Context: an optimization exercise on an open-source flow, tuned for small area, a short achievable clock period and few clock cycles per item. The choices shown serve that exercise and are no tape-out recipe. At most, simulation tests tie the RTL to the original design; equivalence was not proved. Power figures rest on the tool's default switching activity, not on a simulated workload. The flow treats the clock pin as an ideal source, which a real chip does not have.

== run A ==
// fft_computer
module fft_computer(
input        i_clk,
input        i_rst_n,
input        i_data_valid,
input [31:0] i_data,
output       o_data_ready,
output       o_data_valid,
output [31:0]o_data,
input        i_data_ready
);
For scale: roughly 3300 cells after synthesis, ~2100 flip-flops.
clock: 10.0 ns
lec_check: 0
cap_margin: 20
core_margin: 2
core_utilization: 60
cts_buf_list: sky130_fd_sc_hd__clkbuf_16
cts_cluster_diameter: 70
cts_cluster_size: 34
slew_margin: 20
synth_memory_max_bits: 65536
standard.sh (not shown) runs the stock make flow with config.mk's settings and CLKGATE_MAP_FILE= SYNTH_SCRIPT=/design/flow/synth_recipe.tcl, a recipe that flattens the netlist after the stock synthesis.
==> flow/flow/run.sh <==
#!/bin/bash
# The standard layout (standard.sh) at the same clock period, with:
# - timing repair aimed at a setup slack of SETUP_SLACK_MARGIN ns instead of 0,
# - port buffers started as buf_2 (repair may resize them),
# - clock tree synthesis without dummy load cells.
set -euo pipefail
CTS="-sink_clustering_enable -repair_clock_nets -sink_clustering_size 34 -sink_clustering_max_diameter 70 -buf_list sky130_fd_sc_hd__clkbuf_16 -dont_use_dummy_load"
bash standard.sh SETUP_SLACK_MARGIN=7.0 "BUFFER_PORTS_ARGS=-buffer_cell sky130_fd_sc_hd__buf_2" "CTS_ARGS=$CTS" finish > make.log 2>&1
Testbench counts of run A, summed over its fixed seeds: cycles 8,224, items 4,096.
#### Input delta (run B over run A)
diff --git a/flow/flow/run.sh b/flow/flow/run.sh
--- a/flow/flow/run.sh
+++ b/flow/flow/run.sh
@@ -8 +8 @@
-bash standard.sh SETUP_SLACK_MARGIN=7.0 "BUFFER_PORTS_ARGS=-buffer_cell sky130_fd_sc_hd__buf_2" "CTS_ARGS=$CTS" finish > make.log 2>&1
+bash standard.sh SETUP_SLACK_MARGIN=6.85 "BUFFER_PORTS_ARGS=-buffer_cell sky130_fd_sc_hd__buf_2" "CTS_ARGS=$CTS" finish > make.log 2>&1
==> notes.md <==
- Lower post-route fraction of the period consumed by the critical path was reported by run B, not run A.
- Between run A and run B, wire length of the first global-routing pass is lower for run A, run B comes in above that.
- Run A vs run B, timing startpoint of the critical path: out_r[31]$_DFFE_PP_ vs x[13]$_SDFF_PN0_
- Sort run A and run B by total met2 wirelength after detailed routing asc -> top: run A
Relative to run B, the following input files were edited for run C:
diff --git a/flow/flow/run.sh b/flow/flow/run.sh
--- a/flow/flow/run.sh
+++ b/flow/flow/run.sh
@@ -8 +8 @@
-bash standard.sh SETUP_SLACK_MARGIN=6.85 "BUFFER_PORTS_ARGS=-buffer_cell sky130_fd_sc_hd__buf_2" "CTS_ARGS=$CTS" finish > make.log 2>&1
+bash standard.sh SETUP_SLACK_MARGIN=7.15 "BUFFER_PORTS_ARGS=-buffer_cell sky130_fd_sc_hd__buf_2" "CTS_ARGS=$CTS" finish > make.log 2>&1
Results
On first-iteration DRC count: run C sits above run B.
The arrival time of data at the critical path endpoint number comes out lower for run C vs run B.
Final period utilization, run C and run B: higher on run C
Run B vs run C, beginning of the critical path: x[13]$_SDFF_PN0_ vs x[3]$_SDFF_PN0_
Diff run C and run B: critical path depth higher in run C
The estimated power of run C ends up higher than the estimate for run B.
On met1 routing resource usage after global routing, run C and run B are basically level.
From run B to run C the numbers moved as follows: detailed-routing iteration count for the pre-antenna-repair pass saw a decrease, routed length on met2 saw an increase.
Design area ended up 0.89% higher on run C than on run B.
Comparing run C and run B, the higher register share of the cell area was measured on run B.
When run C is measured against run B, its global routing usage summed across all routing layers turns out 0.39 points higher.
diff inputs: run C => run D
Settings: PLACE_DENSITY: unset -> 0.72.
diff --git a/flow/flow/run.sh b/flow/flow/run.sh
--- a/flow/flow/run.sh
+++ b/flow/flow/run.sh
@@ -8 +8 @@
-bash standard.sh SETUP_SLACK_MARGIN=7.15 "BUFFER_PORTS_ARGS=-buffer_cell sky130_fd_sc_hd__buf_2" "CTS_ARGS=$CTS" finish > make.log 2>&1
+bash standard.sh SETUP_SLACK_MARGIN=7.0 "BUFFER_PORTS_ARGS=-buffer_cell sky130_fd_sc_hd__buf_2" "CTS_ARGS=$CTS" finish > make.log 2>&1
==> notes.md <==
- [run D vs run C] wire length: higher in run D
- Of the two candidates, run C has the worse total power after layout and run D the better one.
- Comparing run C and run D, setup slack is lower on run C.
- Looking at measured slew at the worst slew-check pin, run D sits 0.052 ns higher than run C does.
- On achievable frequency, run C loses to run D.
- ~same summed area of non-filler cells in the final layout in run C and run D
- Run C and run D ended up with nearly the same fraction of the cycle the final worst path needs.
- Looking at final clock skew across both flows, run D is the stronger of the two, with run C trailing.
Input changes introduced in run E (baseline for comparison: run D):
Settings: PLACE_DENSITY no longer set, was 0.72; CORE_UTILIZATION now 55, was 60.
--- outcome ---
Run D tops out at a higher clock frequency than run E.
Summary of run E over run D: proportion of cell area occupied by multi-input gates comparable; post-layout utilization of the core -5.2 points; shortest period the worst path allows shows an increase of 0.018 ns; number of instances resized during post-cts repair went up.
Looking at top layer reached by signal wires, the met5 result is from run E; the met4 one comes from run D.
Edits applied to the flow inputs when going from run E to run F:
Settings: swapping 55 for 65 in CORE_UTILIZATION.
Results
Summary of run F over run E: total design power barely changed; number of fill cells in the layout down about 30%; headroom to the max-slew limit went down. Run F vs run E, cell count went down by 216. Number of buffers outside the clock class in the layout in run F is about 2.6% higher than in run E. Run F vs. run E: power share of the combinational group ~0 delta; placed instance count -216.

---

Setup of JK:
fft_computer, a different RTL version from the one above (not shown whole).
Size: about 3500 cells after synthesis, about 2200 flip-flops, about 70 I/O pins, about 0.055 mm² of cells after synthesis.
Settings: LEC_CHECK=0, CAP_MARGIN=20, CORE_MARGIN=2, CORE_UTILIZATION=65, CTS_BUF_LIST=sky130_fd_sc_hd__clkbuf_16, CTS_CLUSTER_DIAMETER=70, CTS_CLUSTER_SIZE=32, SLEW_MARGIN=20, SYNTH_MEMORY_MAX_BITS=65536; clock period 10.0 ns.
==> flow/flow/run.sh <==
#!/bin/bash
# The standard layout (standard.sh) at the same clock period, with
# timing repair aimed at a setup slack of SETUP_SLACK_MARGIN ns instead of 0
# and the port buffers started as buf_2 (repair may resize them).
set -euo pipefail
bash standard.sh SETUP_SLACK_MARGIN=7.0 "BUFFER_PORTS_ARGS=-buffer_cell sky130_fd_sc_hd__buf_2" finish > make.log 2>&1
Testbench counts of JK, summed over its fixed seeds: cycles 8,224, items 4,096.
Modified inputs, MS compared to JK
--- a/flow/config.mk
+++ b/flow/config.mk
@@ -8,8 +8,8 @@
 export CAP_MARGIN = 20
 export CORE_MARGIN = 2
-export CORE_UTILIZATION = 65
+export CORE_UTILIZATION = 45
 export CTS_BUF_LIST = sky130_fd_sc_hd__clkbuf_16
-export CTS_CLUSTER_DIAMETER = 70
-export CTS_CLUSTER_SIZE = 32
+export CTS_CLUSTER_DIAMETER = 80
+export CTS_CLUSTER_SIZE = 36
 export SLEW_MARGIN = 20
 export SYNTH_MEMORY_MAX_BITS = 65536
==> comparison <==
MS: flow completed, timing, DRC and antenna clean. Summary of MS over JK: combinational power up 2.8%; layout-stage area growth over the synthesis result moved up; minimum period implied by the final worst setup slack down 0.068 ns.
Inputs modified between MS and AL:
==> flow/flow/run.sh <==
#!/bin/bash
# The standard layout (standard.sh) at the same clock period, with:
# - timing repair aimed at a setup slack of SETUP_SLACK_MARGIN ns instead of 0,
# - port buffers started as buf_2 (repair may resize them),
# - clock tree synthesis without dummy load cells.
set -euo pipefail
CTS="-sink_clustering_enable -repair_clock_nets -sink_clustering_size 36 -sink_clustering_max_diameter 80 -buf_list sky130_fd_sc_hd__clkbuf_16 -dont_use_dummy_load"
bash standard.sh SETUP_SLACK_MARGIN=7.0 "BUFFER_PORTS_ARGS=-buffer_cell sky130_fd_sc_hd__buf_2" "CTS_ARGS=$CTS" finish > make.log 2>&1
--- a/flow/config.mk
+++ b/flow/config.mk
@@ -8,5 +8,5 @@
 export CAP_MARGIN = 20
 export CORE_MARGIN = 2
-export CORE_UTILIZATION = 45
+export CORE_UTILIZATION = 60
 export CTS_BUF_LIST = sky130_fd_sc_hd__clkbuf_16
 export CTS_CLUSTER_DIAMETER = 80
--- outcome ---
Register-to-register slack in AL vs MS: up 0.04 ns. AL against MS: vertical die dimension saw a decrease; clock power lower; clock-buffer cell count now sits lower. Delta (AL minus MS): met1 track utilization from global routing shows an increase of 4.3 points, cell area fell 2.2%, layout overhead on the synthesized area went down 2.5 points, utilization after layout rose by 15 points, combinational power share essentially unchanged.

---

Starting RTL as in the previous note.
// fft_computer
module fft_computer(
input        i_clk,
input        i_rst_n,
input        i_data_valid,
input [31:0] i_data,
output       o_data_ready,
output       o_data_valid,
output [31:0]o_data,
input        i_data_ready
);
localparam MW = 92;      
wire        acc, win, ld;
wire [31:0] tap, head, sum;
wire [MW-1:0] m_d;
reg  [31:0]   x;         
reg           v1, w1;
reg  [MW-1:0] m;         
reg           v2, w2;
reg  [31:0]   out_r;
output_ctrl ctrl (
    .i_clk(i_clk),
    .i_rst_n(i_rst_n),
    .i_data_valid(i_data_valid),
    .o_data_ready(o_data_ready),
    .o_acc(acc),
    .o_win(win),
    .o_ld(ld),
    .o_data_valid(o_data_valid),
    .i_data_ready(i_data_ready),
    .i_wr_sum(v2 & w2)
);
power_tree_a tree_a (
    .x(x),
    .p0((v1 & ~w1) ? 32'd0 : tap),
    .m(m_d)
);
power_tree_b tree_b (
    .m(m),
    .p(sum)
);
output_fifo store (
    .i_clk(i_clk),
    .i_wr_data(sum),
    .o_tap_pre(tap),
    .o_head(head)
);
always @(posedge i_clk)
begin
    x  <= acc ? i_data : 32'd0;
    w1 <= win;
    m  <= m_d;
    w2 <= w1;
    if(ld)
        out_r <= head;
end
always @(posedge i_clk)
begin
    if(!i_rst_n)
    begin
        v1 <= 1'b0;
        v2 <= 1'b0;
    end
    else
    begin
        v1 <= acc;
        v2 <= v1;
    end
end
assign o_data = out_r;
endmodule
export LEC_CHECK = 0
export CAP_MARGIN = 20
export CORE_MARGIN = 2
export CORE_UTILIZATION = 60
export CTS_BUF_LIST = sky130_fd_sc_hd__clkbuf_16
export CTS_CLUSTER_DIAMETER = 80
export CTS_CLUSTER_SIZE = 36
export SLEW_MARGIN = 20
export SYNTH_MEMORY_MAX_BITS = 65536
create_clock -name core_clock -period 10.0 [get_ports {i_clk}]
==> flow/flow/run.sh <==
#!/bin/bash
# The standard layout (standard.sh) at the same clock period, with
# timing repair aimed at a setup slack of SETUP_SLACK_MARGIN ns instead of 0
# and the port buffers started as buf_2 (repair may resize them).
set -euo pipefail
bash standard.sh SETUP_SLACK_MARGIN=7.0 "BUFFER_PORTS_ARGS=-buffer_cell sky130_fd_sc_hd__buf_2" finish > make.log 2>&1
Testbench counts at the start, summed over its fixed seeds: cycles 8,224, items 4,096.
Edit:
Settings changed: CORE_UTILIZATION 60 to 45, CTS_CLUSTER_DIAMETER 80 to 70, CTS_CLUSTER_SIZE 36 to 32.
Outcome:
- The new run completed without violations
- clock-buffer cell count grows by 14
- first-iteration DRC count grows by 15%
- final area grows by 2.6%
Edit:
--- a/flow/flow/run.sh
+++ b/flow/flow/run.sh
@@ -5,2 +5,2 @@
 set -euo pipefail
-bash standard.sh SETUP_SLACK_MARGIN=7.0 "BUFFER_PORTS_ARGS=-buffer_cell sky130_fd_sc_hd__buf_2" finish > make.log 2>&1
+bash standard.sh SETUP_SLACK_MARGIN=7.3 "BUFFER_PORTS_ARGS=-buffer_cell sky130_fd_sc_hd__buf_2" finish > make.log 2>&1
Settings changed: CORE_UTILIZATION 45 to 60, CTS_CLUSTER_DIAMETER 70 to 80, CTS_CLUSTER_SIZE 32 to 36.
Via count stays flat.
Sequential share of layout area grows by 0.54 points.
Design area falls by 0.71%.
Die area shrinks by 25%.
Global-route usage is higher by 4.7 points.
Total power goes down by 3.0%.
Non-clock buffer count is higher by 22.
Critical path depth stays the same.
Worst setup slack improves by 26 ps.
Clock skew is higher by 11 ps.
Hold slack improves by 14 ps.
Edit:
--- a/flow/flow/run.sh
+++ b/flow/flow/run.sh
@@ -5,2 +5,2 @@
 set -euo pipefail
-bash standard.sh SETUP_SLACK_MARGIN=7.3 "BUFFER_PORTS_ARGS=-buffer_cell sky130_fd_sc_hd__buf_2" finish > make.log 2>&1
+bash standard.sh SETUP_SLACK_MARGIN=7.0 "BUFFER_PORTS_ARGS=-buffer_cell sky130_fd_sc_hd__buf_2" finish > make.log 2>&1
Settings changed: CORE_UTILIZATION 60 to 45, CTS_BUF_LIST sky130_fd_sc_hd__clkbuf_16 to sky130_fd_sc_hd__clkbuf_8, CTS_CLUSTER_DIAMETER 80 to 60, CTS_CLUSTER_SIZE 36 to 18.
- The new run finished with timing, DRC and antenna clean
- global-route usage drops by 4.3 points
- maximum frequency went down by 5.6%
- total power grows by 1.2%
- clock power goes up by about 8%
- final cell count came out higher by 10%
- sequential power hardly moves
- setup slack loses 190 ps
- core utilization goes down by 17 points

---

Setup of S:
Another version of the RTL of fft_computer (not shown whole).
Size in the first run: about 2,200 flip-flops, about 56,000 µm² of cells after synthesis.
Settings: LEC_CHECK=0, CAP_MARGIN=20, CORE_MARGIN=2, CORE_UTILIZATION=45, CTS_BUF_LIST=sky130_fd_sc_hd__clkbuf_8, CTS_CLUSTER_DIAMETER=60, CTS_CLUSTER_SIZE=18, SLEW_MARGIN=20, SYNTH_MEMORY_MAX_BITS=65536; clock period 10.0 ns.
==> flow/flow/run.sh <==
#!/bin/bash
# The standard layout (standard.sh), with timing repair aimed at a
# setup slack of SETUP_SLACK_MARGIN ns instead of 0 at the same clock period.
set -euo pipefail
bash standard.sh SETUP_SLACK_MARGIN=6.0 finish > make.log 2>&1
--- input diff S..P ---
- changing CTS_CLUSTER_SIZE from 18 to 32
- changing CTS_CLUSTER_DIAMETER from 60 to 70
- changing CTS_BUF_LIST from sky130_fd_sc_hd__clkbuf_8 to sky130_fd_sc_hd__clkbuf_16
diff --git a/flow/flow/run.sh b/flow/flow/run.sh
--- a/flow/flow/run.sh
+++ b/flow/flow/run.sh
@@ -4,2 +4,2 @@
 set -euo pipefail
-bash standard.sh SETUP_SLACK_MARGIN=6.0 finish > make.log 2>&1
+bash standard.sh SETUP_SLACK_MARGIN=6.5 finish > make.log 2>&1
## What came out
P vs. S: maximum frequency has increased; fraction of layout instances using a drive strength above 1 down 0.50 points; initial antenna violation count decreased by 1 relative to the old numbers; non-clock buffer count went up. Compared to S, the router laid down less metal wire for P. Between S and P, share of the core filled with cells in the final layout increased.
Function was not checked in any run of this note: the RTL went through the layout flow alone.

---

== job 101 ==
Another version of the RTL of fft_computer (not shown whole).
Size: roughly 2200 flip-flops, about 0.054 mm^2 of cells after synthesis.
export LEC_CHECK = 0
export CAP_MARGIN = 20
export CORE_MARGIN = 2
export CORE_UTILIZATION = 60
export CTS_BUF_LIST = sky130_fd_sc_hd__clkbuf_16
export CTS_CLUSTER_DIAMETER = 70
export CTS_CLUSTER_SIZE = 32
export SLEW_MARGIN = 20
export SYNTH_MEMORY_MAX_BITS = 65536
create_clock -name core_clock -period 10.0 [get_ports {i_clk}]
==> flow/flow/run.sh <==
#!/bin/bash
# The standard layout (standard.sh) at the same clock period, with:
# - timing repair aimed at a setup slack of SETUP_SLACK_MARGIN ns instead of 0,
# - port buffers started as buf_2 (repair may resize them),
# - clock tree synthesis without dummy load cells.
set -euo pipefail
CTS="-sink_clustering_enable -repair_clock_nets -sink_clustering_size 32 -sink_clustering_max_diameter 70 -buf_list sky130_fd_sc_hd__clkbuf_16 -dont_use_dummy_load"
bash standard.sh SETUP_SLACK_MARGIN=7.0 "BUFFER_PORTS_ARGS=-buffer_cell sky130_fd_sc_hd__buf_2" "CTS_ARGS=$CTS" finish > make.log 2>&1
Looking at the reports, job 101 completed the entire flow and the layout it produced met the timing, design-rule and antenna checks.
Testbench counts of job 101, summed over its fixed seeds: cycles 8,704, items 4,096.
The following lists how job 102 was set up differently from job 101:
- a change of CORE_UTILIZATION from 60 to 62
- a change of CTS_CLUSTER_SIZE from 32 to 34
-- flow/flow/run.sh --
<<< job 101, line 7
CTS="-sink_clustering_enable -repair_clock_nets -sink_clustering_size 32 -sink_clustering_max_diameter 70 -buf_list sky130_fd_sc_hd__clkbuf_16 -dont_use_dummy_load"
>>> job 102, line 7
CTS="-sink_clustering_enable -repair_clock_nets -sink_clustering_size 34 -sink_clustering_max_diameter 70 -buf_list sky130_fd_sc_hd__clkbuf_16 -dont_use_dummy_load -balance_levels"
--- outcome ---
- Job 102: flow completed, timing, DRC and antenna clean
- In job 102, net switching share of the total power is higher than in job 101.
- Job 101 and job 102 ended up with nearly the same number of cells after detailed placement.
- For job 101, the start point of the critical path was x[15]$_SDFF_PN0_, unlike job 102, where it was out_r[15]$_DFFE_PP_.
- Job 102 ends up with higher net switching power figure than job 101 does.
- Compared with job 101, in job 102 number of cells in the finished layout apart from fillers was more or less identical; global-route wire length before repair went up by about 3%.
- The lower sequential share of cell area of job 101 and job 102 is in job 102.
- Changes observed in job 102 relative to job 101: final critical path time including I/O delays and setup rose 16 ps, fraction of area in multi-input gates closely matched the old numbers, post-CTS repair timing setup buffer count has increased.
Modified inputs, job 103 compared to job 102
- CORE_UTILIZATION now 60, was 62
-- flow/flow/run.sh --
<<< job 102, line 7
CTS="-sink_clustering_enable -repair_clock_nets -sink_clustering_size 34 -sink_clustering_max_diameter 70 -buf_list sky130_fd_sc_hd__clkbuf_16 -dont_use_dummy_load -balance_levels"
>>> job 103, line 7
CTS="-sink_clustering_enable -repair_clock_nets -sink_clustering_size 34 -sink_clustering_max_diameter 70 -buf_list sky130_fd_sc_hd__clkbuf_16 -dont_use_dummy_load"
Findings:
The final reports for job 103 and job 102 show height of the chip higher in the former. flip-flop to flip-flop as the critical path class was reported by job 103, and flip-flop to output port by job 102. Job 102 has higher combinational group share of total power than job 103. Compared with job 102, job 103 shows a wire length that is 3.5% lower. Taking job 102 as the reference, in job 103 sequential share of layout area neither gained nor lost much; number of stages on the worst hold path was more or less identical; wire length of the first global-routing pass moved down. Number of buffers inserted during clock tree synthesis went up slightly going from job 102 to job 103. Total routing resource utilization after global routing is higher on job 102. Total power: job 103 below job 102. Worst setup slack on job 103 is ahead of job 102. The proportion of power drawn by the clock network of job 103 exceeds that of job 102 by 0.2 points.
#### Input delta (job 104 over job 103)
- CORE_UTILIZATION: 60 -> 62
Findings:
The clock tree buffer count of the final layout number comes out lower for job 104 vs job 103. In the reports for job 103 and job 104, the larger pin slew with the least headroom to its limit belongs to job 104. Where worst clock skew is concerned, job 103 is better than job 104.

## separate check: timing with driven ports
The results above use ideal ports. As a check the final layouts listed here were re-extracted and re-timed, cells and wires unchanged. Step 1, drivers: a clkbuf_16 drives i_clk and a buf_2 each remaining input, both assumed. Step 2 times the ports against the registers' clock, not the clock port: input delays grow and output delays shrink by t, the midpoint of the rising clock arrivals with the driver on. Slacks: ideal / step 1 / step 2; pairs: ideal / step 1.
run | shift t [ns] | setup slack, ns | hold WS [ns] | worst setup path at the end | clock arrival spread, ns
run A | 0.689 | 6.689 / 6.627 / 6.432 | 0.280 / 0.280 / 0.280 | input to register | 0.106 / 0.105
run B | 0.681 | 6.707 / 6.679 / 6.307 | 0.249 / 0.249 / 0.249 | input to register | 0.131 / 0.131
run C | 0.680 | 6.662 / 6.658 / 6.594 | 0.256 / 0.256 / 0.256 | input to register | 0.128 / 0.128
run D | 0.684 | 6.675 / 6.612 / 6.492 | 0.258 / 0.258 / 0.258 | input to register | 0.120 / 0.120
run E | 0.703 | 6.657 / 6.591 / 6.468 | 0.227 / 0.227 / 0.227 | input to register | 0.126 / 0.126
run F | 0.686 | 6.684 / 6.634 / 6.502 | 0.280 / 0.280 / 0.280 | input to register | 0.139 / 0.139
JK | 0.724 | 6.615 / 6.550 / 6.396 | 0.312 / 0.312 / 0.312 | input to register | 0.060 / 0.059
MS | 0.746 | 6.683 / 6.612 / 6.427 | 0.307 / 0.307 / 0.307 | input to register | 0.045 / 0.045
AL | 0.699 | 6.720 / 6.656 / 6.415 | 0.267 / 0.267 / 0.267 | input to register | 0.074 / 0.074
the first run of note 3 | 0.717 | 6.711 / 6.647 / 6.402 | 0.325 / 0.325 / 0.325 | input to register | 0.042 / 0.042
the second run of note 3 | 0.752 | 6.680 / 6.614 / 6.411 | 0.305 / 0.305 / 0.305 | input to register | 0.033 / 0.033
the third run of note 3 | 0.732 | 6.706 / 6.640 / 6.420 | 0.319 / 0.319 / 0.319 | input to register | 0.039 / 0.039
the fourth run of note 3 | 0.920 | 6.511 / 6.448 / 6.249 | 0.307 / 0.307 / 0.307 | input to register | 0.051 / 0.050
S | 0.938 | 6.168 / 6.102 / 5.713 | 0.307 / 0.307 / 0.307 | input to register | 0.053 / 0.052
P | 0.750 | 6.570 / 6.500 / 6.059 | 0.297 / 0.297 / 0.297 | input to register | 0.053 / 0.053
job 101 | 0.691 | 6.729 / 6.708 / 6.447 | 0.264 / 0.264 / 0.264 | input to register | 0.114 / 0.114
job 102 | 0.697 | 6.713 / 6.646 / 6.464 | 0.274 / 0.274 / 0.274 | input to register | 0.126 / 0.126
job 103 | 0.707 | 6.743 / 6.716 / 6.465 | 0.277 / 0.277 / 0.277 | input to register | 0.106 / 0.105
job 104 | 0.697 | 6.713 / 6.646 / 6.464 | 0.274 / 0.274 / 0.274 | input to register | 0.126 / 0.126
After both steps every run listed still meets setup and hold. For P, which loses most, drivers alone change the setup slack by -0.070 ns; drivers and shift together by -0.511 ns.
